From an optimization exercise on the open Yosys and OpenROAD flow, aimed at small area and a short achievable clock period; shortcuts taken in it are not production practice. No run shown here included a check of the RTL's function; only the layout flow was run.

==> flow/design.v, too long to show whole: its modules and the start of the top module <==
// module fadd_core: 114 lines
// module benc: 17 lines
// module fmul_core: 97 lines
// module mul24: 1432 lines
// module mfa: 3 lines
// module mha: 3 lines
// module mbsel: 3 lines
// module mbseln: 3 lines
// module mxor: 3 lines
// module fpu_addmul: 184 lines
module fpu_addmul(
  input  wire        clk,
  input  wire        op,      
  input  wire [31:0] s,
  input  wire [31:0] t,
  output wire [31:0] d
);
  // ...
==> flow/flow/run.sh <==
#!/bin/bash
set -euo pipefail
export SETUP_SLACK_MARGIN=7
export BUFFER_PORTS_ARGS="-buffer_cell sky130_fd_sc_hd__buf_2"
bash standard.sh > standard.log 2>&1
==> flow/standard.sh <==
#!/bin/bash
# synth_recipe.tcl (not shown) runs the flow's synth.tcl, then flattens the netlist and writes it again
# the make line also repeats each setting of config.mk as NAME=value (left out here)
make -C /OpenROAD-flow-scripts/flow DESIGN_CONFIG=/design/flow/config.mk WORK_HOME=/design/flow/orfs CLKGATE_MAP_FILE= SYNTH_SCRIPT=/design/flow/synth_recipe.tcl "${@:-finish}"
==> flow/config.mk <==
export PLATFORM = sky130hd
export DESIGN_NAME = fpu_addmul
export DESIGN_NICKNAME = fpu_addmul
export VERILOG_FILES = /design/flow/design.v
export SDC_FILE = /design/flow/constraint.sdc
export NUM_CORES = 4
export LEC_CHECK = 0
export CAP_MARGIN = 20
export CORE_MARGIN = 2
export CORE_UTILIZATION = 40
export CTS_BUF_LIST = sky130_fd_sc_hd__clkbuf_4 sky130_fd_sc_hd__clkbuf_8
export SLEW_MARGIN = 20
export SYNTH_HIERARCHICAL = 1
export TNS_END_PERCENT = 5
==> flow/constraint.sdc <==
create_clock -name core_clock -period 13.0 [get_ports {clk}]
set_input_delay 2.6000 -clock core_clock [delete_from_list [all_inputs] [get_ports {clk}]]
set_output_delay 2.6000 -clock core_clock [all_outputs]
set_load 0.01 [all_outputs]
==> impl_metrics.py, run 1 <==
metrics = {
    "logic_synthesis": {
        "yosysWarnings": 9,
        "synth_edf_count": 0,
        "synthTopCellsByArea": "fa_1 17%, dfxtp_1 11%, xor2_1 9.0%",
        "synthSimpleGateAreaFrac_pct": 14.5,
        "synth_fa_ha_area_share_pct": 24.8,
        "netlist_instances": 3769,
    },
    "final_layout": {
        "largest_class": "multi-input gates",
        "signal_buffers": 248,
        "sh_seq_area_pct": 9.97,
        "multi_input_comb_cells": 3144,
        "fill_cells": 7938,
        "multi_input_area_sq_um": 26700,
        "fin_util_pct": 44.2,
        "buf_share_pct": 5.82,
        "area_growth_pct": 9.76,
        "inv_count": 183,
        "nClkBuffers": 18,
    },
    "clock_network": {
        "tritoncts": "done",
        "ctsResizeCount": 56,
    },
    "timing": {
        "drv_slew": 0,
        "fin_crit_sh_pct": 46.1,
        "rsz0062_at_grt": "yes",
    },
    "global_routing": {
        "grt_overflow": 0,
        "grtUsageMet1_pct": 40.3,
        "use_met2_pct": 43.1,
    },
    "critical_path": {
        "rr_endpoint": "v2[25]",
        "slowest_delay_ns": 0.69,
        "critPathLaunch": "s[1]",
        "critPathRequiredTime_ns": 13.32,
    },
    "drt": {
        "firstDrtPassIters": 7,
        "top_layer": "met4",
        "viasPerCell": 6.28,
    },
    "outcome": {
        "status": "complete, no violations",
    },
    "floorplan": {
        "core-area_sq_um": 78600,
        "num_rows": 103,
        "nWellTaps": 1050,
    },
    "placement": {
        "gp_congestion": 1.01,
        "post-place-ws_ns": 6.16,
    },
    "flow_run": {
        "cap_violations": 0,
    },
    "worst_hold_path": {
        "worstHoldEndpoint": "sta2",
    },
}
==> module fpu_addmul, before the edit <==
module fpu_addmul(
  input  wire        clk,
  input  wire        op,      
  input  wire [31:0] s,
  input  wire [31:0] t,
  output wire [31:0] d
);
function [48:0] skl_carry;
  input [47:0] a;
  input [47:0] b;
  input        ci;
  reg   [48:0] cg, cp;
  integer i, k;
  begin
    cg = {a & b, ci};
    cp = {a ^ b, 1'b0};
    for (k = 0; k < 6; k = k + 1)
      for (i = 0; i < 49; i = i + 1)
        if (((i >> k) & 1) == 1) begin
          cg[i] = cg[i] | (cp[i] & cg[((i >> k) << k) - 1]);
          cp[i] = cp[i] & cp[((i >> k) << k) - 1];
        end
    skl_carry = cg;
  end
endfunction
function [4:0] lzc32;
  input [31:0] x;
  reg [15:0] v0, p0;
  reg [7:0]  v1; reg [15:0] p1;
  reg [3:0]  v2; reg [11:0] p2;
  reg [1:0]  v3; reg [7:0]  p3;
  integer k;
  begin
    for (k = 0; k < 16; k = k + 1) begin
      v0[k] = x[2*k+1] | x[2*k];
      p0[k] = ~x[2*k+1];
    end
    for (k = 0; k < 8; k = k + 1) begin
      v1[k] = v0[2*k+1] | v0[2*k];
      p1[2*k+1 -: 2] = v0[2*k+1] ? {1'b0, p0[2*k+1]} : {1'b1, p0[2*k]};
    end
    for (k = 0; k < 4; k = k + 1) begin
      v2[k] = v1[2*k+1] | v1[2*k];
      p2[3*k+2 -: 3] = v1[2*k+1] ? {1'b0, p1[4*k+3 -: 2]} : {1'b1, p1[4*k+1 -: 2]};
    end
    for (k = 0; k < 2; k = k + 1) begin
      v3[k] = v2[2*k+1] | v2[2*k];
      p3[4*k+3 -: 4] = v2[2*k+1] ? {1'b0, p2[6*k+5 -: 3]} : {1'b1, p2[6*k+2 -: 3]};
    end
    lzc32 = v3[1] ? {1'b0, p3[7:4]} : {1'b1, p3[3:0]};
  end
endfunction
wire [7:0]  es = s[30:23], et = t[30:23];
wire [22:0] ms = s[22:0],  mt = t[22:0];
wire [48:0] cmp_c = skl_carry({17'd0, t[30:0]}, {17'd0, ~s[30:0]}, 1'b1);
wire        sgt = ~cmp_c[31];             
wire        eqm = s[30:0] == t[30:0];
wire [48:0] cmp_d = skl_carry({17'd0, s[30:0]}, {17'd0, ~t[30:0]}, 1'b1);
wire        sge = cmp_d[31];
wire [31:0] l_a = sgt ? t : s;
wire        is_add = s[31] == t[31];
wire [48:0] dst_c = skl_carry({40'd0, es}, {40'd0, ~et}, 1'b1);
wire [48:0] dts_c = skl_carry({40'd0, et}, {40'd0, ~es}, 1'b1);
wire [7:0]  dst = es ^ ~et ^ dst_c[7:0];
wire [7:0]  dts = et ^ ~es ^ dts_c[7:0];
wire        ege = dst_c[8];               
wire [31:0] g_a = {sgt ? s[31] : t[31], ege ? es : et, sge ? ms : mt};
wire [26:0] l27_st = {2'b01, mt, 2'b00} >> dst[4:0];    
wire [26:0] l27_ts = {2'b01, ms, 2'b00} >> dts[4:0];    
wire [26:0] l27_a  = sgt ? l27_st : l27_ts;
reg [31:0] pos, pot;
integer j;
always @* begin
  pos[0] = ms[0];
  pot[0] = mt[0];
  for (j = 1; j < 32; j = j + 1) begin
    pos[j] = (j >= 23) | pos[j-1] | ms[j < 23 ? j : 0];
    pot[j] = (j >= 23) | pot[j-1] | mt[j < 23 ? j : 0];
  end
end
wire [31:0] qs = {pos[28:0], 3'b000}, qt = {pot[28:0], 3'b000};
wire       sticky_a = ege ? qt[dst[4:0]] : qs[dts[4:0]];
reg mst1_a, mst0_a;
always @* begin
  mst1_a = 1'b0;
  mst0_a = 1'b0;
  for (j = 0; j <= 21; j = j + 1) mst1_a = mst1_a | (pos[j] & pot[21-j]);
  for (j = 0; j <= 20; j = j + 1) mst0_a = mst0_a | (pos[j] & pot[20-j]);
end
wire [8:0] esum = {1'b0, es} + {1'b0, et};
wire [11:0] none_s, ntwo_s, none_t, ntwo_t;
wire [10:0] neg_s, neg_t;
benc u_es(.m(ms), .none(none_s), .ntwo(ntwo_s), .neg(neg_s));
benc u_et(.m(mt), .none(none_t), .ntwo(ntwo_t), .neg(neg_t));
wire s_zero = s[30:0] == 31'd0, t_zero = t[30:0] == 31'd0;
wire s_nan = (es == 8'd255) & (ms != 23'd0), t_nan = (et == 8'd255) & (mt != 23'd0);
wire s_inf = (es == 8'd255) & (ms == 23'd0), t_inf = (et == 8'd255) & (mt == 23'd0);
wire lnan_a = s_nan & t_nan;
reg         op1, sgt1, big1, lsign1, sticky1, eqm1, add1, cin1, inv1;
reg         lzero1, lnan1, linf1, mst1_1, mst0_1, ovf1_1, ovf0_1, udf1;
reg  [31:0] g1;
reg  [26:0] l27_1;
reg  [7:0]  nexp0_1;
reg  [11:0] none1, ntwo1;
reg  [10:0] neg1;
always @(posedge clk) begin
  op1     <= op;
  sgt1    <= sgt;
  eqm1    <= eqm;
  add1    <= is_add;
  cin1    <= ~is_add;           
  g1      <= g_a;
  lsign1  <= l_a[31];
  l27_1   <= l27_a;
  inv1    <= ~is_add & ~lnan_a;    
  sticky1 <= sticky_a;
  big1    <= ege ? dst > 8'd24 : dts > 8'd24;
  lzero1  <= s_zero | t_zero;
  lnan1   <= lnan_a;
  linf1   <= (s_inf & (t_inf | t_nan)) | (t_inf & (s_inf | s_nan));
  mst1_1  <= mst1_a;
  mst0_1  <= mst0_a;
  ovf1_1  <= esum >= 9'd381;
  ovf0_1  <= esum >= 9'd382;
  udf1    <= esum < 9'd127;
  nexp0_1 <= esum[7:0] - 8'd127;
  none1   <= sge ? none_t : none_s;
  ntwo1   <= sge ? ntwo_t : ntwo_s;
  neg1    <= sge ? neg_t  : neg_s;
end
wire        a_sign, a_rsh, a_sta, a_stb, a_inc, a_rinc, a_infa;
wire [7:0]  a_e0;
wire [4:0]  a_esub;
wire [25:0] a_v, a_vsp;
wire        a_sp;
wire        m_sign, m_rsh, m_sta, m_stb, m_ovf;
wire [7:0]  m_e0;
wire [25:0] m_v, m_vsp;
wire        m_sp;
fadd_core u_add(.g(g1), .is_add(add1), .cin(cin1), .lsign(lsign1), .l27x(l27_1 ^ {27{inv1}}), .lman(l27_1[24:2]), .sticky0(sticky1),
  .big(big1), .eqm(eqm1), .lzero(lzero1), .lnan(lnan1), .linf(linf1),
  .sign(a_sign), .e0(a_e0), .esub(a_esub), .v(a_v), .vsp(a_vsp), .sp(a_sp), .rsh(a_rsh), .sta(a_sta), .stb(a_stb),
  .inc(a_inc), .rinc(a_rinc), .infa(a_infa));
fmul_core u_mul(.g(g1), .lsign(lsign1), .lman(l27_1[24:2]), .sgt(sgt1),
  .lzero(lzero1), .lnan(lnan1), .linf(linf1),
  .st1(mst1_1), .st0(mst0_1), .ovf1(ovf1_1), .ovf0(ovf0_1), .udf(udf1), .nexp0(nexp0_1),
  .none(none1), .ntwo(ntwo1), .neg(neg1),
  .sign(m_sign), .e0(m_e0), .v(m_v), .vsp(m_vsp), .sp_o(m_sp), .rsh(m_rsh), .sta(m_sta), .stb(m_stb), .ovfm(m_ovf));
wire        sel_m = op1 & ~m_sp, sel_a = ~op1 & ~a_sp;
reg         sign2, rsh2, sta2, stb2, sub2, inc2, rinc2, infa2, ovfm2, e253_2, e254_2;
reg  [7:0]  e02;
reg  [4:0]  esub2;
reg  [25:0] v2;
always @(posedge clk) begin
  sign2 <= op1 ? m_sign : a_sign;
  e02   <= op1 ? m_e0   : a_e0;
  esub2 <= op1 ? 5'd0   : a_esub;
  v2    <= ({26{sel_m}} & m_v) | ({26{sel_a}} & a_v) | (op1 ? m_vsp : (a_sp ? a_vsp : 26'd0));
  rsh2  <= (sel_m & m_rsh) | (sel_a & a_rsh);
  sta2  <= op1 ? m_sta  : a_sta;
  stb2  <= op1 ? m_stb  : a_stb;
  sub2  <= ~op1 & ~add1;
  inc2  <= ~op1 & a_inc;
  rinc2 <= op1 | a_rinc;
  infa2 <= ~op1 & a_infa;
  ovfm2 <= op1 & m_ovf;
  e253_2 <= a_e0 == 8'd253;
  e254_2 <= a_e0 == 8'd254;
end
wire [24:0] w  = rsh2 ? v2[25:1] : v2[24:0];
wire        st = rsh2 ? stb2 : sta2;
wire        flag  = w[1] & (w[0] | (sub2 ? w[2] & ~st : w[2] | st));
wire [23:0] man_r = {1'b0, w[24:2]} + {23'd0, flag};
wire        cri   = inc2 & flag & (&w[24:2]);    
wire [7:0]  e0p1  = e02 + 8'd1;
wire [7:0]  e0p2  = e02 + 8'd2;
wire [7:0]  e0ms  = e02 - {3'd0, esub2};
wire [7:0]  e0ms1 = e0ms + 8'd1;
wire        rr    = rsh2 & rinc2;
wire [7:0]  exp_r = sub2 ? (cri ? e0ms1 : e0ms) :
                    (rr ? (cri ? e0p2 : e0p1) : (cri ? e0p1 : e02));
wire        inf_r = rsh2 & ((infa2 & (cri ? e253_2 : e254_2)) | ovfm2);
assign d = {sign2, inf_r ? 8'd255 : exp_r, inf_r ? 23'd0 : man_r[22:0]};
endmodule
==> inputs of run 2 (changes only) <==
--- a/flow/design.v
+++ b/flow/design.v
@@ -1764,8 +1764,7 @@
 end
 wire [8:0] esum = {1'b0, es} + {1'b0, et};
-wire [11:0] none_s, ntwo_s, none_t, ntwo_t;
-wire [10:0] neg_s, neg_t;
-benc u_es(.m(ms), .none(none_s), .ntwo(ntwo_s), .neg(neg_s));
-benc u_et(.m(mt), .none(none_t), .ntwo(ntwo_t), .neg(neg_t));
+wire [11:0] none_a, ntwo_a;
+wire [10:0] neg_a;
+benc u_enc(.m(sge ? mt : ms), .none(none_a), .ntwo(ntwo_a), .neg(neg_a));
 wire s_zero = s[30:0] == 31'd0, t_zero = t[30:0] == 31'd0;
 wire s_nan = (es == 8'd255) & (ms != 23'd0), t_nan = (et == 8'd255) & (mt != 23'd0);
@@ -1800,7 +1799,7 @@
   udf1    <= esum < 9'd127;
   nexp0_1 <= esum[7:0] - 8'd127;
-  none1   <= sge ? none_t : none_s;
-  ntwo1   <= sge ? ntwo_t : ntwo_s;
-  neg1    <= sge ? neg_t  : neg_s;
+  none1   <= none_a;
+  ntwo1   <= ntwo_a;
+  neg1    <= neg_a;
 end
 wire        a_sign, a_rsh, a_sta, a_stb, a_inc, a_rinc, a_infa;
==> impl_metrics.py, run 2 <==
metrics = {
    "logic_synthesis": {
        "yosysUniqueCellTypes": 121,
        "synthArstFlopShare_pct": 0,
        "yosysWarnings": 9,
        "ys.flop_type": "dfxtp_1",
        "synthMuxAreaShare_pct": 7.27,
        "synthSimpleGateAreaFrac_pct": 14.4,
        "synth_top_family_by_area": "adder cells",
        "seq_area_frac_synth_pct": 10.8,
        "synth_commonest_cells": "328 x xor2_1, 309 x nand2_1, 267 x fa_1",
        "syn_area_sq_um": 31100,
        "synth_compound_gate_area_share_pct": 23.2,
        "netlist_instances": 3732,
        "ys_ff_latch": 168,
        "synth_xor_area_share_pct": 12.0,
        "synth.most_common_cell": "xor2_1",
        "synth_fa_ha_area_share_pct": 25.1,
        "netlist.area_leader.share_pct": 17.2,
        "synthTopCellsByArea": "fa_1 17%, dfxtp_1 11%, xor2_1 9.2%",
        "syn_avg_cell_area_sq_um": 8.34,
        "synth_top_area_cell": "fa_1",
        "synth_edf_count": 0,
    },
    "clock_network": {
        "path_clk_slew_ns": 0.10,
        "insertion_delay_ns": 0.50,
        "clock_path_buffers": 2,
        "cts_made_buffers": 17,
        "cts_root_buf": "clkbuf_8",
        "cts_hold_buf": 0,
        "clkSinkCount": 168,
        "tritoncts": "done",
        "cts_htree_levels": 4,
    },
    "final_layout": {
        "final_common_cell": "xor2_1",
        "largest_register_ffs": 32,
        "layout-drive-gt1-share_pct": 16.6,
        "instances_no_fill": 4822,
        "regMostFlops": "g1",
        "nNetsFinal": 4297,
        "area_growth_pct": 11.1,
        "final_cell_mix": "320 x xor2_1, 307 x nand2_1, 253 x fa_1, 236 x o22ai_1, 231 x a21oi_1",
        "reg_top3": "g1 (32), l27_1 (26), v2 (26)",
    },
    "worst_hold_path": {
        "worstHoldPathType": "flop to flop",
        "worst_hold_startpoint": "mst1_1",
    },
    "timing": {
        "rsz0062_at_grt": "yes",
        "max_slew_margin_pct": 23.7,
        "hold_viol": 0,
        "fin_crit_sh_pct": 45.9,
        "hold_slack_ns": 0.562,
        "drv_slew": 0,
        "tightest_slew_ns": 1.14,
        "finalSetupViolations": 0,
        "fin_skew_ns": 0.0230,
        "max_freq_mhz": 168,
        "tns_ns": 0,
        "fin_crit_ns": 5.97,
    },
    "drt": {
        "wl_um": 119000,
        "wl_per_cell_um": 24.6,
        "drt_iter0_drc": 3372,
        "viasPerCell": 6.23,
        "firstDrtPassIters": 6,
        "drc": 0,
        "ant_nets": 0,
        "num_vias": 30020,
    },
    "global_routing": {
        "track_usage_pct": 28.5,
        "grt_first_pass_wirelength_um": 179000,
        "antenna_found_initial": 4,
        "grt_overflow": 0,
        "grt_max_degree": 77,
        "grt_pass1_vias": 28789,
    },
    "critical_path": {
        "r2r_start": "g1[3]",
        "r2r_slack_ns": 7.03,
        "rr_endpoint": "v2[5]",
        "path_class": "flop to flop",
        "cpMostUsedCell": "fa_1",
        "slowest_delay_ns": 0.53,
        "worstPathCellList": "buf_8 -> clkinvlp_4 -> buf_4 -> o22ai_1 -> xor2_1 -> ha_1 -> fa_1 -> fa_1 -> fa_1 -> ha_1 -> and4_2 -> nor4b_4 -> o211ai_1 -> nand3_2 -> a41oi_2 -> o21ai_0 -> xor2_1 -> a21oi_1 -> a21oi_1",
        "worst_r2r_path_depth": 19,
        "crit_end": "v2[5]",
        "slowest_stage": "fa_1",
        "critPathRequiredTime_ns": 13.40,
        "endpoint_kind": "flop",
        "worstPathMaxFanout": 14,
        "critPathLaunch": "g1[3]",
        "arrival_ns": 6.36,
        "cp-start-kind": "flop",
    },
    "floorplan": {
        "num_rows": 102,
        "die-area_sq_um": 80100,
        "die_w_um": 283,
        "fp.dieH_um": 283,
        "io_pins": 98,
        "start_util_pct": 40.3,
        "core-area_sq_um": 77200,
    },
    "placement": {
        "gp_congestion": 0.999,
        "placed_cells": 4680,
        "io_buffers": 97,
        "hpwl_um": 84500,
    },
    "outcome": {
        "status": "complete, no violations",
    },
    "flow_run": {
        "cap_violations": 0,
    },
}
## run 2: routing by layer
layer / vias to the layer above / GRT usage [%] / wire length [um]
met3: 251 / 4.94 / 12400
met4: 2 / 10.8 / 3970
met2: 1781 / 42.3 / 51500
met5: - / 0 / 13
li1: 13463 / - / -
met1: 14523 / 40.9 / 51000
## run 2: modules after synthesis (local to each module, per instance)
module	area, sq um	cells inside	flops+latches	copies in the design
benc	382	58	0	1
fadd_core	5120	807	0	1
fmul_core	2050	261	0	1
fpu_addmul	12800	1603	168	1
mbsel	6.26	1	0	242
mbseln	8.76	1	0	22
mfa	20.0	1	0	256
mha	12.5	1	0	28
mul24	1450	213	0	1
mxor	8.76	1	0	242
## run 2: cell type report
class / count / area [sq um]
sequential: 168 / 3460
clock buffer: 18 / 241
inverter: 178 / 739
multi-input combinational: 3116 / 26400
antenna: 1 / 2.50
tap: 1040 / 1300
timing repair buffer: 282 / 2240
timing repair inverter: 5 / 33.8
clock inverter: 14 / 143
fill: 7627 / 42600
## run 2: worst min path at each step
stage | slack [ns] | depth (start not counted) | end
after floorplan | 0.46 | 1 | sub2
after global placement | 0.53 | 1 | stb2
after detailed placement | 0.53 | 1 | stb2
after CTS | 0.54 | 1 | stb2
after global routing | 0.55 | 1 | stb2
final | 0.56 | 1 | stb2
## run 2: kinds of logic after synthesis
kind of cell	Yosys count
simple gates	919
mux	206
compound gates	1089
buf+inv	455
flops	168
other cells	3
xor+xnor	428
fa+ha+maj	464
## run 2: metrics by stage
| step | cell area, sq um | util (%) | setup WS, ns |
|---|---|---|---|
| global placement | 32100 | 41.5 | 5.76 |
| floorplan | 31200 | - | 6.97 |
| finish | 34600 | 44.8 | 7.03 |
| global route | 34600 | 44.8 | 6.93 |
| detailed placement | 32100 | 41.5 | 5.63 |
| CTS | 33000 | 42.7 | 6.84 |
## run 2: timing repair
action,4_1_cts,5_1_grt
cloned,7,5
gates resized for setup,83,206
buffers inserted,21,76
pin swaps,7,34
endpoints found under the setup margin,146,71
## run 2: worst max-delay path: cells and delay by family (launching register included)
family	cells	cell delay [ns]
AO/OA/AOI/OAI	6	1.34
flip-flops	1	0.36
XOR/XNOR	2	0.50
adder cells (fa/ha/maj)	5	2.03
buffers and inverters	3	0.70
AND/OR/NAND/NOR	3	0.96
==> module fmul_core, before the edit <==
module fmul_core(
  input  wire [31:0] g,
  input  wire        lsign,
  input  wire [22:0] lman,
  input  wire        sgt,
  input  wire        lzero,
  input  wire        lnan,
  input  wire        linf,
  input  wire        st1,
  input  wire        st0,
  input  wire        ovf1,
  input  wire        ovf0,
  input  wire        udf,
  input  wire [7:0]  nexp0,
  input  wire [11:0] none,
  input  wire [11:0] ntwo,
  input  wire [10:0] neg,
  output wire        sign,
  output wire [7:0]  e0,
  output wire [25:0] v,        
  output wire [25:0] vsp,      
  output wire        sp_o,
  output wire        rsh,      
  output wire        sta,
  output wire        stb,
  output wire        ovfm
);
function [48:0] skl_carry;
  input [47:0] a;
  input [47:0] b;
  input        ci;
  reg   [48:0] cg, cp;
  integer i, k;
  begin
    cg = {a & b, ci};
    cp = {a ^ b, 1'b0};
    for (k = 0; k < 6; k = k + 1)
      for (i = 0; i < 49; i = i + 1)
        if (((i >> k) & 1) == 1) begin
          cg[i] = cg[i] | (cp[i] & cg[((i >> k) << k) - 1]);
          cp[i] = cp[i] & cp[((i >> k) << k) - 1];
        end
    skl_carry = cg;
  end
endfunction
function [4:0] lzc32;
  input [31:0] x;
  reg [15:0] v0, p0;
  reg [7:0]  v1; reg [15:0] p1;
  reg [3:0]  v2; reg [11:0] p2;
  reg [1:0]  v3; reg [7:0]  p3;
  integer k;
  begin
    for (k = 0; k < 16; k = k + 1) begin
      v0[k] = x[2*k+1] | x[2*k];
      p0[k] = ~x[2*k+1];
    end
    for (k = 0; k < 8; k = k + 1) begin
      v1[k] = v0[2*k+1] | v0[2*k];
      p1[2*k+1 -: 2] = v0[2*k+1] ? {1'b0, p0[2*k+1]} : {1'b1, p0[2*k]};
    end
    for (k = 0; k < 4; k = k + 1) begin
      v2[k] = v1[2*k+1] | v1[2*k];
      p2[3*k+2 -: 3] = v1[2*k+1] ? {1'b0, p1[4*k+3 -: 2]} : {1'b1, p1[4*k+1 -: 2]};
    end
    for (k = 0; k < 2; k = k + 1) begin
      v3[k] = v2[2*k+1] | v2[2*k];
      p3[4*k+3 -: 4] = v2[2*k+1] ? {1'b0, p2[6*k+5 -: 3]} : {1'b1, p2[6*k+2 -: 3]};
    end
    lzc32 = v3[1] ? {1'b0, p3[7:4]} : {1'b1, p3[3:0]};
  end
endfunction
wire [7:0]  eg = g[30:23];
wire [22:0] mg = g[22:0];
wire [47:0] ra, rb;
mul24 u_m(.x(mg), .none(none), .ntwo(ntwo), .neg(neg), .ra(ra), .rb(rb));
wire [48:0] p_c = skl_carry(ra, rb, 1'b0);
wire [47:0] p = ra ^ rb ^ p_c[47:0];
wire psign = g[31] ^ lsign;
wire g_max = eg == 8'd255;
wire g_nan = g_max & (mg != 23'd0);
wire g_inf = g_max & (mg == 23'd0);
wire nan_l = lnan & ~sgt;
wire [22:0] nan_m = nan_l ? lman : mg;
wire sp_inf  = g_inf | linf;
wire sp_zero = lzero | udf;
wire sp = g_nan | sp_inf | sp_zero | ovf0;
assign sign = g_nan ? (nan_l ? lsign : g[31]) : psign;
assign e0   = (g_nan | sp_inf | (~sp_zero & ovf0)) ? 8'd255 : (sp_zero ? 8'd0 : nexp0);
assign v    = p[46:21];
assign vsp  = g_nan ? {2'b01, nan_m[21:0], 2'b00} : 26'd0;
assign sp_o = sp;
assign rsh  = p[47];
assign sta  = st0;
assign stb  = st1;
assign ovfm = ~sp & ovf1;
endmodule
==> inputs of run 3 (changes only) <==
--- a/flow/design.v
+++ b/flow/design.v
@@ -144,7 +144,4 @@
   input  wire        udf,
   input  wire [7:0]  nexp0,
-  input  wire [11:0] none,
-  input  wire [11:0] ntwo,
-  input  wire [10:0] neg,
   output wire        sign,
   output wire [7:0]  e0,
@@ -205,4 +202,7 @@
 wire [22:0] mg = g[22:0];
 wire [47:0] ra, rb;
+wire [11:0] none, ntwo;
+wire [10:0] neg;
+benc u_enc(.m(lman), .none(none), .ntwo(ntwo), .neg(neg));
 mul24 u_m(.x(mg), .none(none), .ntwo(ntwo), .neg(neg), .ra(ra), .rb(rb));
 wire [48:0] p_c = skl_carry(ra, rb, 1'b0);
@@ -1764,7 +1764,4 @@
 end
 wire [8:0] esum = {1'b0, es} + {1'b0, et};
-wire [11:0] none_a, ntwo_a;
-wire [10:0] neg_a;
-benc u_enc(.m(sge ? mt : ms), .none(none_a), .ntwo(ntwo_a), .neg(neg_a));
 wire s_zero = s[30:0] == 31'd0, t_zero = t[30:0] == 31'd0;
 wire s_nan = (es == 8'd255) & (ms != 23'd0), t_nan = (et == 8'd255) & (mt != 23'd0);
@@ -1776,6 +1773,5 @@
 reg  [26:0] l27_1;
 reg  [7:0]  nexp0_1;
-reg  [11:0] none1, ntwo1;
-reg  [10:0] neg1;
+reg  [22:0] lm1;
 always @(posedge clk) begin
   op1     <= op;
@@ -1799,7 +1795,5 @@
   udf1    <= esum < 9'd127;
   nexp0_1 <= esum[7:0] - 8'd127;
-  none1   <= none_a;
-  ntwo1   <= ntwo_a;
-  neg1    <= neg_a;
+  lm1     <= sge ? mt : ms;
 end
 wire        a_sign, a_rsh, a_sta, a_stb, a_inc, a_rinc, a_infa;
@@ -1812,12 +1806,11 @@
 wire [25:0] m_v, m_vsp;
 wire        m_sp;
-fadd_core u_add(.g(g1), .is_add(add1), .cin(cin1), .lsign(lsign1), .l27x(l27_1 ^ {27{inv1}}), .lman(l27_1[24:2]), .sticky0(sticky1),
+fadd_core u_add(.g(g1), .is_add(add1), .cin(cin1), .lsign(lsign1), .l27x(l27_1 ^ {27{inv1}}), .lman(lm1), .sticky0(sticky1),
   .big(big1), .eqm(eqm1), .lzero(lzero1), .lnan(lnan1), .linf(linf1),
   .sign(a_sign), .e0(a_e0), .esub(a_esub), .v(a_v), .vsp(a_vsp), .sp(a_sp), .rsh(a_rsh), .sta(a_sta), .stb(a_stb),
   .inc(a_inc), .rinc(a_rinc), .infa(a_infa));
-fmul_core u_mul(.g(g1), .lsign(lsign1), .lman(l27_1[24:2]), .sgt(sgt1),
+fmul_core u_mul(.g(g1), .lsign(lsign1), .lman(lm1), .sgt(sgt1),
   .lzero(lzero1), .lnan(lnan1), .linf(linf1),
   .st1(mst1_1), .st0(mst0_1), .ovf1(ovf1_1), .ovf0(ovf0_1), .udf(udf1), .nexp0(nexp0_1),
-  .none(none1), .ntwo(ntwo1), .neg(neg1),
   .sign(m_sign), .e0(m_e0), .v(m_v), .vsp(m_vsp), .sp_o(m_sp), .rsh(m_rsh), .sta(m_sta), .stb(m_stb), .ovfm(m_ovf));
 wire        sel_m = op1 & ~m_sp, sel_a = ~op1 & ~a_sp;
==> impl_metrics.py, run 3 <==
metrics = {
    "drt": {
        "wl_per_cell_um": 25.8,
        "firstDrtPassIters": 8,
        "viasPerCell": 6.41,
        "ant_nets": 0,
        "drt_iter0_drc": 3946,
        "drc": 0,
        "wl_um": 125000,
        "num_vias": 31098,
    },
    "final_layout": {
        "final_cell_mix": "314 x xor2_1, 298 x nand2_1, 257 x o22ai_1, 248 x fa_1, 212 x a21oi_1",
        "regMostFlops": "g1",
        "area_growth_pct": 14.4,
        "final_common_cell": "xor2_1",
        "nNetsFinal": 4331,
        "layout-drive-gt1-share_pct": 18.1,
        "largest_register_ffs": 32,
        "reg_top3": "g1 (32), l27_1 (26), v2 (26)",
    },
    "timing": {
        "max_slew_margin_pct": 21.1,
        "finalSetupViolations": 0,
        "max_freq_mhz": 160,
        "drv_slew": 0,
        "tightest_slew_ns": 1.18,
        "rsz0062_at_grt": "yes",
        "fin_skew_ns": 0.0323,
        "hold_viol": 0,
        "fin_crit_sh_pct": 48.1,
        "fin_crit_ns": 6.25,
        "tns_ns": 0,
    },
    "logic_synthesis": {
        "yosysUniqueCellTypes": 118,
        "syn_avg_cell_area_sq_um": 8.41,
        "synth_top_area_cell": "fa_1",
        "netlist_instances": 3710,
        "ys_ff_latch": 156,
        "synthTopCellsByArea": "fa_1 17%, dfxtp_1 10%, xor2_1 9.0%",
        "seq_area_frac_synth_pct": 10.0,
        "syn_area_sq_um": 31200,
        "synth.most_common_cell": "xor2_1",
        "synth_commonest_cells": "322 x xor2_1, 304 x nand2_1, 277 x o22ai_1",
        "synth_edf_count": 0,
        "synthArstFlopShare_pct": 0,
        "yosysWarnings": 9,
        "netlist.area_leader.share_pct": 17.1,
        "ys.flop_type": "dfxtp_1",
    },
    "critical_path": {
        "slowest_stage": "fa_1",
        "arrival_ns": 6.62,
        "worst_r2r_path_depth": 23,
        "worstPathMaxFanout": 7,
        "critPathRequiredTime_ns": 13.37,
        "slowest_delay_ns": 0.59,
        "path_buf_inv": 4,
        "rr_endpoint": "v2[11]",
        "cp-start-kind": "flop",
        "r2r_start": "lm1[15]",
        "path_class": "flop to flop",
        "endpoint_kind": "flop",
        "r2r_slack_ns": 6.75,
        "cpMostUsedCell": "fa_1",
        "path_delay_family": "adder cells",
        "worstPathCellList": "buf_12 -> and3b_2 -> a21oi_4 -> buf_12 -> buf_4 -> o22ai_1 -> xor2_1 -> fa_1 -> fa_2 -> fa_1 -> fa_1 -> fa_1 -> ha_4 -> a21oi_2 -> o21ai_2 -> a221o_1 -> a21oi_4 -> nand2_8 -> buf_12 -> fa_1 -> xor2_1 -> a21oi_1 -> a21oi_1",
    },
    "placement": {
        "hpwl_um": 85900,
        "io_buffers": 97,
        "gp_congestion": 0.987,
    },
    "clock_network": {
        "cts_htree_levels": 4,
        "cts_root_buf": "clkbuf_8",
        "clkSinkCount": 156,
        "cts_made_buffers": 17,
        "insertion_delay_ns": 0.52,
        "tritoncts": "done",
        "clock_path_buffers": 2,
        "path_clk_slew_ns": 0.11,
    },
    "floorplan": {
        "io_pins": 98,
        "fp.dieH_um": 283,
        "start_util_pct": 40.3,
        "die_w_um": 283,
        "die-area_sq_um": 80300,
        "core-area_sq_um": 77300,
        "num_rows": 102,
    },
    "worst_hold_path": {
        "worstHoldPathType": "flop to flop",
        "worstHoldEndpoint": "sta2",
        "worst_hold_startpoint": "mst0_1",
        "hold_depth": 1,
    },
    "flow_run": {
        "cap_violations": 0,
    },
    "global_routing": {
        "antenna_found_initial": 3,
        "grt_overflow": 0,
        "grt_pass1_vias": 30147,
        "grt_max_degree": 77,
        "grt_first_pass_wirelength_um": 188000,
        "track_usage_pct": 30.0,
    },
    "outcome": {
        "status": "complete, no violations",
    },
}
-- run 3: per-layer routing --
metal  global-route usage, %  vias to the layer above  wire, um
met5                       0                        -         0
met4                    13.1                        0      6290
met3                    6.50                      391     14300
met2                    45.7                     2127     53600
met1                    40.9                    14928     51000
li1                        -                    13652         -
-- run 3: kinds of logic after synthesis --
| family | after synthesis | share of synthesized area, % |
|---|---|---|
| multiplexers | 203 | 7.74 |
| adder cells (fa/ha/maj) | 465 | 25.1 |
| flip-flops | 156 | 10.0 |
| XOR/XNOR | 426 | 12.0 |
| AND/OR/NAND/NOR | 908 | 14.5 |
| other | 3 | 0.0361 |
| AO/OA/AOI/OAI | 1103 | 23.7 |
| buffers and inverters | 446 | 7.06 |
-- run 3: how the worst max path moves through the flow --
stage          slack (ns)    start  cells past startpoint        to
2_1_floorplan        7.00   lm1[6]                     22    v2[16]
3_3_place_gp         5.69    s[23]                      8  l27_1[8]
3_5_place_dp         5.71    s[23]                      8  l27_1[8]
4_1_cts              6.88     rsh2                     15     d[21]
5_1_grt              6.64  lm1[15]                     24    v2[21]
6_report             6.75  lm1[15]                     23    v2[11]
-- run 3: cell type report --
| class | count | area [sq um] |
|---|---|---|
| inverter | 180 | 702 |
| clock inverter | 15 | 173 |
| timing repair inverter | 2 | 12.5 |
| tap | 1040 | 1300 |
| fill | 7580 | 41600 |
| clock buffer | 17 | 234 |
| timing repair buffer | 327 | 3000 |
| sequential | 156 | 3210 |
| antenna | 1 | 2.50 |
| multi-input combinational | 3117 | 27100 |
-- run 3: per-stage QoR --
step           utilization [%]  std cells  hold slack (ns)  worst slack [ns]  area, sq um
5_1_grt                   46.2       4854            0.615              6.64        35700
2_1_floorplan                -       3714            0.457              7.00        31600
6_report                  46.2       4855            0.591              6.75        35700
4_1_cts                   45.6       4832            0.580              6.88        35300
3_5_place_dp              42.1       4673            0.567              5.71        32600
3_3_place_gp              42.1       4673            0.577              5.69        32600
-- run 3: per-module statistics from Yosys, one instance, submodules excluded --
module,times used,cell area [sq um],cells inside
benc,1,382,58
fadd_core,1,5120,807
fmul_core,1,2050,261
fpu_addmul,1,12900,1581
mbsel,242,6.26,1
mbseln,22,8.76,1
mfa,256,20.0,1
mha,28,12.5,1
mul24,1,1450,213
mxor,242,8.76,1
-- run 3: timing repair --
action	4_1_cts	5_1_grt
pin swaps	56	51
setup endpoints to repair	134	63
resized for setup	195	62
buffers inserted	105	21
hold buffers	0	0
cloned	22	0
==> inputs of run 4 (changes only) <==
--- a/flow/design.v
+++ b/flow/design.v
@@ -1731,6 +1731,5 @@
 wire        sgt = ~cmp_c[31];             
 wire        eqm = s[30:0] == t[30:0];
-wire [48:0] cmp_d = skl_carry({17'd0, s[30:0]}, {17'd0, ~t[30:0]}, 1'b1);
-wire        sge = cmp_d[31];
+wire [31:0] g_a = sgt ? s : t;
 wire [31:0] l_a = sgt ? t : s;
 wire        is_add = s[31] == t[31];
@@ -1740,5 +1739,4 @@
 wire [7:0]  dts = et ^ ~es ^ dts_c[7:0];
 wire        ege = dst_c[8];               
-wire [31:0] g_a = {sgt ? s[31] : t[31], ege ? es : et, sge ? ms : mt};
 wire [26:0] l27_st = {2'b01, mt, 2'b00} >> dst[4:0];    
 wire [26:0] l27_ts = {2'b01, ms, 2'b00} >> dts[4:0];    
@@ -1795,5 +1793,5 @@
   udf1    <= esum < 9'd127;
   nexp0_1 <= esum[7:0] - 8'd127;
-  lm1     <= sge ? mt : ms;
+  lm1     <= l_a[22:0];
 end
 wire        a_sign, a_rsh, a_sta, a_stb, a_inc, a_rinc, a_infa;
==> impl_metrics.py, run 4 <==
metrics = {
    "timing": {
        "finalSetupViolations": 0,
        "fin_skew_ns": 0.0287,
        "max_freq_mhz": 162,
        "rsz0062_at_grt": "yes",
        "drv_slew": 0,
        "max_slew_margin_pct": 27.7,
        "tns_ns": 0,
        "fin_crit_sh_pct": 47.4,
        "hold_viol": 0,
        "fin_crit_ns": 6.17,
        "tightest_slew_ns": 1.08,
    },
    "critical_path": {
        "path_class": "flop to flop",
        "r2r_start": "lm1[1]",
        "cp-start-kind": "flop",
        "r2r_slack_ns": 6.83,
        "worst_r2r_path_depth": 23,
        "critPathRequiredTime_ns": 13.36,
        "worstPathCellList": "buf_12 -> and3b_1 -> a21oi_4 -> buf_12 -> o21ai_1 -> xnor2_2 -> fa_1 -> fa_2 -> fa_2 -> fa_2 -> fa_2 -> ha_4 -> nand2_1 -> o21ai_2 -> a221o_1 -> a21oi_4 -> nand2_8 -> a21bo_4 -> a21oi_4 -> nor3_2 -> a311o_1 -> a21oi_2 -> a21oi_1",
        "endpoint_kind": "flop",
        "rr_endpoint": "v2[16]",
        "cpMostUsedCell": "fa_2",
        "arrival_ns": 6.53,
        "slowest_stage": "fa_2",
        "slowest_delay_ns": 0.57,
        "worstPathMaxFanout": 6,
    },
    "drt": {
        "wl_um": 123000,
        "viasPerCell": 6.36,
        "drc": 0,
        "wl_per_cell_um": 25.9,
        "firstDrtPassIters": 9,
        "drt_iter0_drc": 4133,
        "num_vias": 30343,
        "ant_nets": 0,
    },
    "logic_synthesis": {
        "ys.flop_type": "dfxtp_1",
        "synthTopCellsByArea": "fa_1 17%, dfxtp_1 10%, xor2_1 9.4%",
        "synth_commonest_cells": "328 x xor2_1, 275 x o22ai_1, 267 x fa_1",
        "synth_top_area_cell": "fa_1",
        "yosysUniqueCellTypes": 116,
        "netlist_instances": 3654,
        "syn_avg_cell_area_sq_um": 8.39,
        "yosysWarnings": 9,
        "synth.most_common_cell": "xor2_1",
        "syn_area_sq_um": 30700,
        "ys_ff_latch": 156,
        "netlist.area_leader.share_pct": 17.4,
        "synthArstFlopShare_pct": 0,
        "seq_area_frac_synth_pct": 10.2,
        "synth_edf_count": 0,
    },
    "final_layout": {
        "final_cell_mix": "315 x xor2_1, 257 x nand2_1, 247 x o22ai_1, 239 x fa_1, 184 x a21oi_1",
        "largest_register_ffs": 32,
        "instances_no_fill": 4770,
        "final_common_cell": "xor2_1",
        "area_growth_pct": 15.2,
        "diodes": 0,
        "nNetsFinal": 4231,
        "reg_top3": "g1 (32), l27_1 (26), v2 (26)",
        "regMostFlops": "g1",
        "layout-drive-gt1-share_pct": 21.4,
    },
    "global_routing": {
        "antenna_found_initial": 4,
        "grt_max_degree": 77,
        "grt_pass1_vias": 29026,
        "track_usage_pct": 30.5,
        "grt_first_pass_wirelength_um": 183000,
        "grt_overflow": 0,
    },
    "placement": {
        "placed_cells": 4581,
        "gp_congestion": 0.964,
        "io_buffers": 97,
        "hpwl_um": 85400,
    },
    "worst_hold_path": {
        "worstHoldEndpoint": "ovfm2",
        "worst_hold_startpoint": "ovf1_1",
        "hold_depth": 3,
        "worstHoldPathType": "flop to flop",
    },
    "floorplan": {
        "core-area_sq_um": 75900,
        "start_util_pct": 40.4,
        "io_pins": 98,
        "die-area_sq_um": 78900,
        "die_w_um": 281,
        "fp.dieH_um": 281,
        "num_rows": 101,
    },
    "clock_network": {
        "clock_path_buffers": 2,
        "cts_made_buffers": 17,
        "clkSinkCount": 156,
        "tritoncts": "done",
        "cts_htree_levels": 4,
        "cts_root_buf": "clkbuf_8",
        "cts_hold_buf": 0,
        "path_clk_slew_ns": 0.10,
        "insertion_delay_ns": 0.52,
    },
    "outcome": {
        "status": "complete, no violations",
    },
    "flow_run": {
        "cap_violations": 0,
    },
}
[run 4: cell types whose count changed after synthesis, sizes merged, moves of 9 or more]
cell    previous run  this run
nor4              47        38
o21ai            170       184
nand3             74        86
nand2            306       261
a21oi            235       213
clkbuf           103       125
inv              177       155
mux2              44        89
nand2b            16        25
mux4              26        14
mux2i            133       114
ha               197       171
a21o              58        42
[run 4: routing by layer]
metal / track usage, % / vias up / wire length (um)
met5: 0 / - / 22
met4: 13.5 / 4 / 6220
met3: 7.58 / 361 / 12900
met2: 47.0 / 1874 / 53800
met1: 40.3 / 14715 / 50400
li1: - / 13389 / -
[run 4: through the flow]
stage          setup slack [ns]  area (sq um)  hold WS (ns)  utilization (%)
2_1_floorplan              7.00         31000         0.384                -
4_1_cts                    6.90         34400         0.642             45.3
3_3_place_gp               5.86         31900         0.644             42.0
3_5_place_dp               5.88         31900         0.631             42.0
5_1_grt                    6.68         35300         0.650             46.5
6_report                   6.83         35300         0.654             46.5
[run 4: kinds of logic after synthesis]
| family | Yosys count | synth area share (%) |
|---|---|---|
| other cells | 3 | 0.0367 |
| flops | 156 | 10.2 |
| simple gates | 883 | 14.5 |
| compound gates | 1077 | 23.3 |
| mux | 217 | 8.07 |
| fa+ha+maj | 439 | 24.4 |
| buf+inv | 453 | 7.31 |
| xor+xnor | 426 | 12.2 |
[run 4: cell type report]
class,count,area (sq um)
Clock inverter,14,109
Timing Repair inverter,1,5.00
Fill cell,7387,40600
Inverter,159,636
Timing Repair Buffer,338,3070
Clock buffer,18,248
Tap cell,1030,1290
Sequential cell,156,3250
Multi-Input combinational cell,3054,26700
[run 4: worst max-delay path by stage]
stage,slack [ns],endpoint,startpoint
2_1_floorplan,7.00,v2[16],lm1[6]
3_5_place_dp,5.88,v2[23],lm1[21]
4_1_cts,6.90,d[19],v2[18]
3_3_place_gp,5.86,v2[23],lm1[13]
6_report,6.83,v2[16],lm1[1]
5_1_grt,6.68,v2[17],lm1[1]
[run 4: repair_timing]
action	in CTS	in global routing
pin swaps	36	83
buffers inserted	97	42
gates cloned	16	2
resized for setup	196	134
setup endpoints to repair	64	59
[run 4: per-module statistics from Yosys, one instance, submodules excluded, excerpt]
module,flops+latches,area [sq um]
benc,0,382
fadd_core,0,5380
fmul_core,0,2050
mbsel,0,6.26
mbseln,0,8.76
mxor,0,8.76
[run 4: worst max-delay path, delay by kind of cell (launching register included)]
kind            cells  cell delay [ns]
compound gates     10             1.83
xor+xnor            1             0.28
fa+ha+maj           6             2.81
buf+inv             2             0.28
flops               1             0.38
simple gates        4             0.43
==> inputs of run 5 (changes only) <==
--- a/flow/design.v
+++ b/flow/design.v
@@ -144,4 +144,7 @@
   input  wire        udf,
   input  wire [7:0]  nexp0,
+  input  wire [11:0] none,
+  input  wire [11:0] ntwo,
+  input  wire [10:0] neg,
   output wire        sign,
   output wire [7:0]  e0,
@@ -202,7 +205,4 @@
 wire [22:0] mg = g[22:0];
 wire [47:0] ra, rb;
-wire [11:0] none, ntwo;
-wire [10:0] neg;
-benc u_enc(.m(lman), .none(none), .ntwo(ntwo), .neg(neg));
 mul24 u_m(.x(mg), .none(none), .ntwo(ntwo), .neg(neg), .ra(ra), .rb(rb));
 wire [48:0] p_c = skl_carry(ra, rb, 1'b0);
@@ -1699,4 +1699,35 @@
   end
 endfunction
+function gt32;
+  input [31:0] a;
+  input [31:0] b;
+  reg [31:0] g0, e0;
+  reg [15:0] g1, e1;
+  reg [7:0]  g2, e2;
+  reg [3:0]  g3, e3;
+  reg [1:0]  g4, e4;
+  integer i;
+  begin
+    g0 = a & ~b;
+    e0 = ~(a ^ b);
+    for (i = 0; i < 16; i = i + 1) begin
+      g1[i] = g0[2*i+1] | (e0[2*i+1] & g0[2*i]);
+      e1[i] = e0[2*i+1] & e0[2*i];
+    end
+    for (i = 0; i < 8; i = i + 1) begin
+      g2[i] = g1[2*i+1] | (e1[2*i+1] & g1[2*i]);
+      e2[i] = e1[2*i+1] & e1[2*i];
+    end
+    for (i = 0; i < 4; i = i + 1) begin
+      g3[i] = g2[2*i+1] | (e2[2*i+1] & g2[2*i]);
+      e3[i] = e2[2*i+1] & e2[2*i];
+    end
+    for (i = 0; i < 2; i = i + 1) begin
+      g4[i] = g3[2*i+1] | (e3[2*i+1] & g3[2*i]);
+      e4[i] = e3[2*i+1] & e3[2*i];
+    end
+    gt32 = g4[1] | (e4[1] & g4[0]);
+  end
+endfunction
 function [4:0] lzc32;
   input [31:0] x;
@@ -1728,9 +1759,4 @@
 wire [7:0]  es = s[30:23], et = t[30:23];
 wire [22:0] ms = s[22:0],  mt = t[22:0];
-wire [48:0] cmp_c = skl_carry({17'd0, t[30:0]}, {17'd0, ~s[30:0]}, 1'b1);
-wire        sgt = ~cmp_c[31];             
-wire        eqm = s[30:0] == t[30:0];
-wire [31:0] g_a = sgt ? s : t;
-wire [31:0] l_a = sgt ? t : s;
 wire        is_add = s[31] == t[31];
 wire [48:0] dst_c = skl_carry({40'd0, es}, {40'd0, ~et}, 1'b1);
@@ -1739,4 +1765,9 @@
 wire [7:0]  dts = et ^ ~es ^ dts_c[7:0];
 wire        ege = dst_c[8];               
+wire        eeq = es == et;
+wire        sgt = eeq ? gt32({9'd0, ms}, {9'd0, mt}) : ege;
+wire        eqm = eeq & (ms == mt);
+wire [31:0] g_a = {sgt ? s[31] : t[31], ege ? es : et, sgt ? ms : mt};
+wire [31:0] l_a = sgt ? t : s;
 wire [26:0] l27_st = {2'b01, mt, 2'b00} >> dst[4:0];    
 wire [26:0] l27_ts = {2'b01, ms, 2'b00} >> dts[4:0];    
@@ -1762,4 +1793,8 @@
 end
 wire [8:0] esum = {1'b0, es} + {1'b0, et};
+wire [11:0] none_s, ntwo_s, none_t, ntwo_t;
+wire [10:0] neg_s, neg_t;
+benc u_es(.m(ms), .none(none_s), .ntwo(ntwo_s), .neg(neg_s));
+benc u_et(.m(mt), .none(none_t), .ntwo(ntwo_t), .neg(neg_t));
 wire s_zero = s[30:0] == 31'd0, t_zero = t[30:0] == 31'd0;
 wire s_nan = (es == 8'd255) & (ms != 23'd0), t_nan = (et == 8'd255) & (mt != 23'd0);
@@ -1771,5 +1806,6 @@
 reg  [26:0] l27_1;
 reg  [7:0]  nexp0_1;
-reg  [22:0] lm1;
+reg  [11:0] none1, ntwo1;
+reg  [10:0] neg1;
 always @(posedge clk) begin
   op1     <= op;
@@ -1793,5 +1829,7 @@
   udf1    <= esum < 9'd127;
   nexp0_1 <= esum[7:0] - 8'd127;
-  lm1     <= l_a[22:0];
+  none1   <= sgt ? none_t : none_s;
+  ntwo1   <= sgt ? ntwo_t : ntwo_s;
+  neg1    <= sgt ? neg_t  : neg_s;
 end
 wire        a_sign, a_rsh, a_sta, a_stb, a_inc, a_rinc, a_infa;
@@ -1804,11 +1842,12 @@
 wire [25:0] m_v, m_vsp;
 wire        m_sp;
-fadd_core u_add(.g(g1), .is_add(add1), .cin(cin1), .lsign(lsign1), .l27x(l27_1 ^ {27{inv1}}), .lman(lm1), .sticky0(sticky1),
+fadd_core u_add(.g(g1), .is_add(add1), .cin(cin1), .lsign(lsign1), .l27x(l27_1 ^ {27{inv1}}), .lman(l27_1[24:2]), .sticky0(sticky1),
   .big(big1), .eqm(eqm1), .lzero(lzero1), .lnan(lnan1), .linf(linf1),
   .sign(a_sign), .e0(a_e0), .esub(a_esub), .v(a_v), .vsp(a_vsp), .sp(a_sp), .rsh(a_rsh), .sta(a_sta), .stb(a_stb),
   .inc(a_inc), .rinc(a_rinc), .infa(a_infa));
-fmul_core u_mul(.g(g1), .lsign(lsign1), .lman(lm1), .sgt(sgt1),
+fmul_core u_mul(.g(g1), .lsign(lsign1), .lman(l27_1[24:2]), .sgt(sgt1),
   .lzero(lzero1), .lnan(lnan1), .linf(linf1),
   .st1(mst1_1), .st0(mst0_1), .ovf1(ovf1_1), .ovf0(ovf0_1), .udf(udf1), .nexp0(nexp0_1),
+  .none(none1), .ntwo(ntwo1), .neg(neg1),
   .sign(m_sign), .e0(m_e0), .v(m_v), .vsp(m_vsp), .sp_o(m_sp), .rsh(m_rsh), .sta(m_sta), .stb(m_stb), .ovfm(m_ovf));
 wire        sel_m = op1 & ~m_sp, sel_a = ~op1 & ~a_sp;
==> impl_metrics.py, run 5 <==
metrics = {
    "timing": {
        "finalWorstSetupSlack_ns": 6.95,
        "fin_skew_ns": 0.0295,
        "fin_crit_ns": 6.05,
        "max_freq_mhz": 165,
        "hold_viol": 0,
        "max_slew_margin_pct": 23.8,
        "tightest_slew_ns": 1.14,
        "finalSetupViolations": 0,
        "tns_ns": 0,
        "fin_crit_sh_pct": 46.5,
        "rsz0062_at_grt": "yes",
        "drv_slew": 0,
    },
    "drt": {
        "ant_nets": 0,
        "viasPerCell": 6.31,
        "wl_um": 119000,
        "wl_per_cell_um": 24.9,
        "firstDrtPassIters": 6,
        "drt_iter0_drc": 3853,
        "num_vias": 30228,
        "drc": 0,
    },
    "critical_path": {
        "worstPathCellList": "inv_1 -> buf_4 -> o22ai_1 -> xor2_1 -> ha_1 -> fa_1 -> fa_1 -> fa_1 -> ha_1 -> and4_1 -> nor4b_1 -> o211ai_1 -> nand3_2 -> a41oi_2 -> o31ai_2 -> a21o_1 -> xor2_1 -> a21oi_1 -> a21oi_2",
        "critPathRequiredTime_ns": 13.47,
        "r2r_start": "g1[1]",
        "rr_endpoint": "v2[8]",
        "arrival_ns": 6.52,
        "cp-start-kind": "flop",
        "slowest_stage": "fa_1",
        "worstPathMaxFanout": 16,
        "worst_r2r_path_depth": 19,
        "slowest_delay_ns": 0.55,
        "cpMostUsedCell": "fa_1",
        "path_class": "flop to flop",
        "r2r_slack_ns": 6.95,
        "endpoint_kind": "flop",
    },
    "global_routing": {
        "grt_pass1_vias": 28824,
        "grt_overflow": 0,
        "antenna_found_initial": 4,
        "grt_max_degree": 83,
        "track_usage_pct": 28.8,
        "grt_first_pass_wirelength_um": 180000,
    },
    "logic_synthesis": {
        "synth_xor_area_share_pct": 12.1,
        "synth_edf_count": 0,
        "ys_ff_latch": 168,
        "synth_top_area_cell": "fa_1",
        "syn_area_sq_um": 31300,
        "ys.flop_type": "dfxtp_1",
        "synthSimpleGateAreaFrac_pct": 14.5,
        "synthTopCellsByArea": "fa_1 17%, dfxtp_1 11%, xor2_1 9.1%",
        "synth_compound_gate_area_share_pct": 23.6,
        "synth_top_family_by_area": "adder cells",
        "netlist.area_leader.share_pct": 17.1,
        "yosysWarnings": 9,
        "seq_area_frac_synth_pct": 10.7,
        "synth_commonest_cells": "324 x xor2_1, 267 x fa_1, 265 x o22ai_1",
        "synthMuxAreaShare_pct": 7.65,
        "netlist_instances": 3710,
        "yosysUniqueCellTypes": 121,
        "synth_fa_ha_area_share_pct": 24.1,
        "syn_avg_cell_area_sq_um": 8.43,
        "synthArstFlopShare_pct": 0,
        "synth.most_common_cell": "xor2_1",
    },
    "floorplan": {
        "num_rows": 102,
        "fp.dieH_um": 284,
        "die_w_um": 284,
        "start_util_pct": 40.4,
        "io_pins": 98,
        "die-area_sq_um": 80500,
        "core-area_sq_um": 77500,
    },
    "final_layout": {
        "multi_input_area_sq_um": 26500,
        "final_common_cell": "xor2_1",
        "layout-drive-gt1-share_pct": 17.6,
        "largest_register_ffs": 32,
        "reg_top3": "g1 (32), l27_1 (26), v2 (26)",
        "instances_no_fill": 4790,
        "area_growth_pct": 10.7,
        "seq_area_sq_um": 3470,
        "final_cell_mix": "321 x xor2_1, 253 x nand2_1, 252 x o22ai_1, 250 x fa_1, 205 x a21oi_1",
        "final_cell_area_sq_um": 34600,
        "nNetsFinal": 4241,
        "regMostFlops": "g1",
        "fill_cells": 7739,
    },
    "flow_run": {
        "cap_violations": 0,
    },
    "placement": {
        "io_buffers": 97,
        "gp_congestion": 0.975,
        "hpwl_um": 82900,
        "placed_cells": 4650,
        "dpl_cell_area_sq_um": 32200,
        "post-place-ws_ns": 5.74,
    },
    "clock_network": {
        "clkSinkCount": 168,
        "cts_hold_buf": 0,
        "cts_htree_levels": 4,
        "tritoncts": "done",
        "cts_made_buffers": 17,
        "clock_path_buffers": 2,
        "path_clk_slew_ns": 0.12,
        "insertion_delay_ns": 0.56,
        "cts_root_buf": "clkbuf_8",
    },
    "worst_hold_path": {
        "worstHoldEndpoint": "sta2",
        "worstHoldPathType": "flop to flop",
        "hold_depth": 1,
        "worst_hold_startpoint": "sticky1",
    },
    "outcome": {
        "status": "complete, no violations",
    },
}
run 5: cell types whose count changed after synthesis, moves of 11 or more:
cell	before	now
mux2i_1	113	87
mux2_1	2	20
nor2_1	183	198
mux2_2	86	72
a211oi_1	55	67
a21oi_1	207	219
clkbuf_1	125	113
dfxtp_1	156	168
nand3_1	84	72
buf_4	123	134
xnor2_1	98	109
run 5: cell families (layout without fill, tap and decap cells):
family	Yosys count	count (layout)
AOI/OAI and AO/OA	1113	1116
and+or+nand+nor	892	893
buffers and inverters	458	489
adders and majority gates	442	442
xor gates and xnor gates	433	433
muxes	201	201
DFF	168	168
other	3	8
run 5: per-module statistics from Yosys, one instance, submodules excluded:
module	copies in the design	flops+latches
mul24	1	0
mbsel	242	0
fadd_core	1	0
mxor	242	0
mha	28	0
mfa	256	0
mbseln	22	0
fpu_addmul	1	168
fmul_core	1	0
benc	2	0
run 5: cell type report:
| class | instances | area share, % |
|---|---|---|
| Antenna cell | 1 | 0.00723 |
| Timing Repair inverter | 4 | 0.0867 |
| Multi-Input combinational cell | 3092 | 76.5 |
| Tap cell | 1040 | 3.76 |
| Timing Repair Buffer | 287 | 6.56 |
| Clock buffer | 18 | 0.716 |
| Sequential cell | 168 | 10.0 |
| Clock inverter | 14 | 0.430 |
| Inverter | 166 | 1.96 |
run 5: worst max-delay path: cells and delay by family (launching register included):
family	cells	cell delay, ns
fa+ha+maj	5	2.12
compound gates	7	1.51
simple gates	3	0.86
buf+inv	2	0.66
flops	1	0.44
xor+xnor	2	0.36
run 5: metrics by stage:
step	hold slack, ns	util (%)
after detailed placement	0.595	41.5
after global routing	0.608	44.7
after floorplan	0.384	-
final	0.628	44.7
after CTS	0.600	42.9
after global placement	0.590	41.5
run 5: worst max path at each step:
stage          startpoint       end  slack (ns)  depth (start not counted)
2_1_floorplan     neg1[4]    v2[23]        7.07                         20
3_3_place_gp        s[24]  none1[3]        5.77                         12
3_5_place_dp        s[24]     g1[8]        5.74                         12
4_1_cts            g1[23]    e253_2        6.84                         20
5_1_grt            e02[0]     d[30]        6.82                         13
6_report            g1[1]     v2[8]        6.95                         19
run 5: what timing repair did:
action | 4_1_cts | 5_1_grt
setup endpoints to repair | 136 | 139
setup buffers | 37 | 59
pin swaps | 8 | 49
gates cloned | 7 | 4
gates resized for setup | 97 | 180
run 5: layer usage:
metal  wire length [um]  track usage (%)  vias up  part of all wire (%)
met3              12400             5.85      291                    10
li1                   -                -    13499                     -
met5                 13                0        -                 0.011
met4               4830             11.5        2                   4.0
met1              49600             39.5    14603                    42
met2              52600             44.2     1833                    44

-- static timing again, ports no longer ideal --
How much do the figures lean on ideal ports? The routed layouts below were timed once more, with nothing changed but the port constraints. Step 1 assumes that a clkbuf_16 drives the clock port and a buf_2 every other input. Step 2, shift: input delay + t, output delay - t, t = (earliest + latest rising clock arrival at the registers) / 2. This alone moves slack from input paths to output paths. a / b / c = no drivers / after step 1 / after step 2; a / b = the first two.
| run | shift t [ns] | setup WS [ns] | worst setup path at the end | clock arrival spread, ns | cell pins on the clock port's net |
|---|---|---|---|---|---|
| run 1 | 0.546 | 7.002 / 6.983 / 6.492 | input to register | 0.030 / 0.030 | 1 |
| run 2 | 0.544 | 7.031 / 7.031 / 6.775 | input to register | 0.023 / 0.024 | 1 |
| run 3 | 0.555 | 6.746 / 6.746 / 6.368 | input to register | 0.035 / 0.035 | 1 |
| run 4 | 0.560 | 6.833 / 6.833 / 6.627 | input to register | 0.029 / 0.028 | 1 |
| run 5 | 0.606 | 6.952 / 6.952 / 6.626 | input to register | 0.029 / 0.030 | 1 |
After both steps setup and hold are still met in every run listed. The setup slack of run 1, which loses most, moves by -0.019 ns with the drivers and by -0.510 ns with both steps.
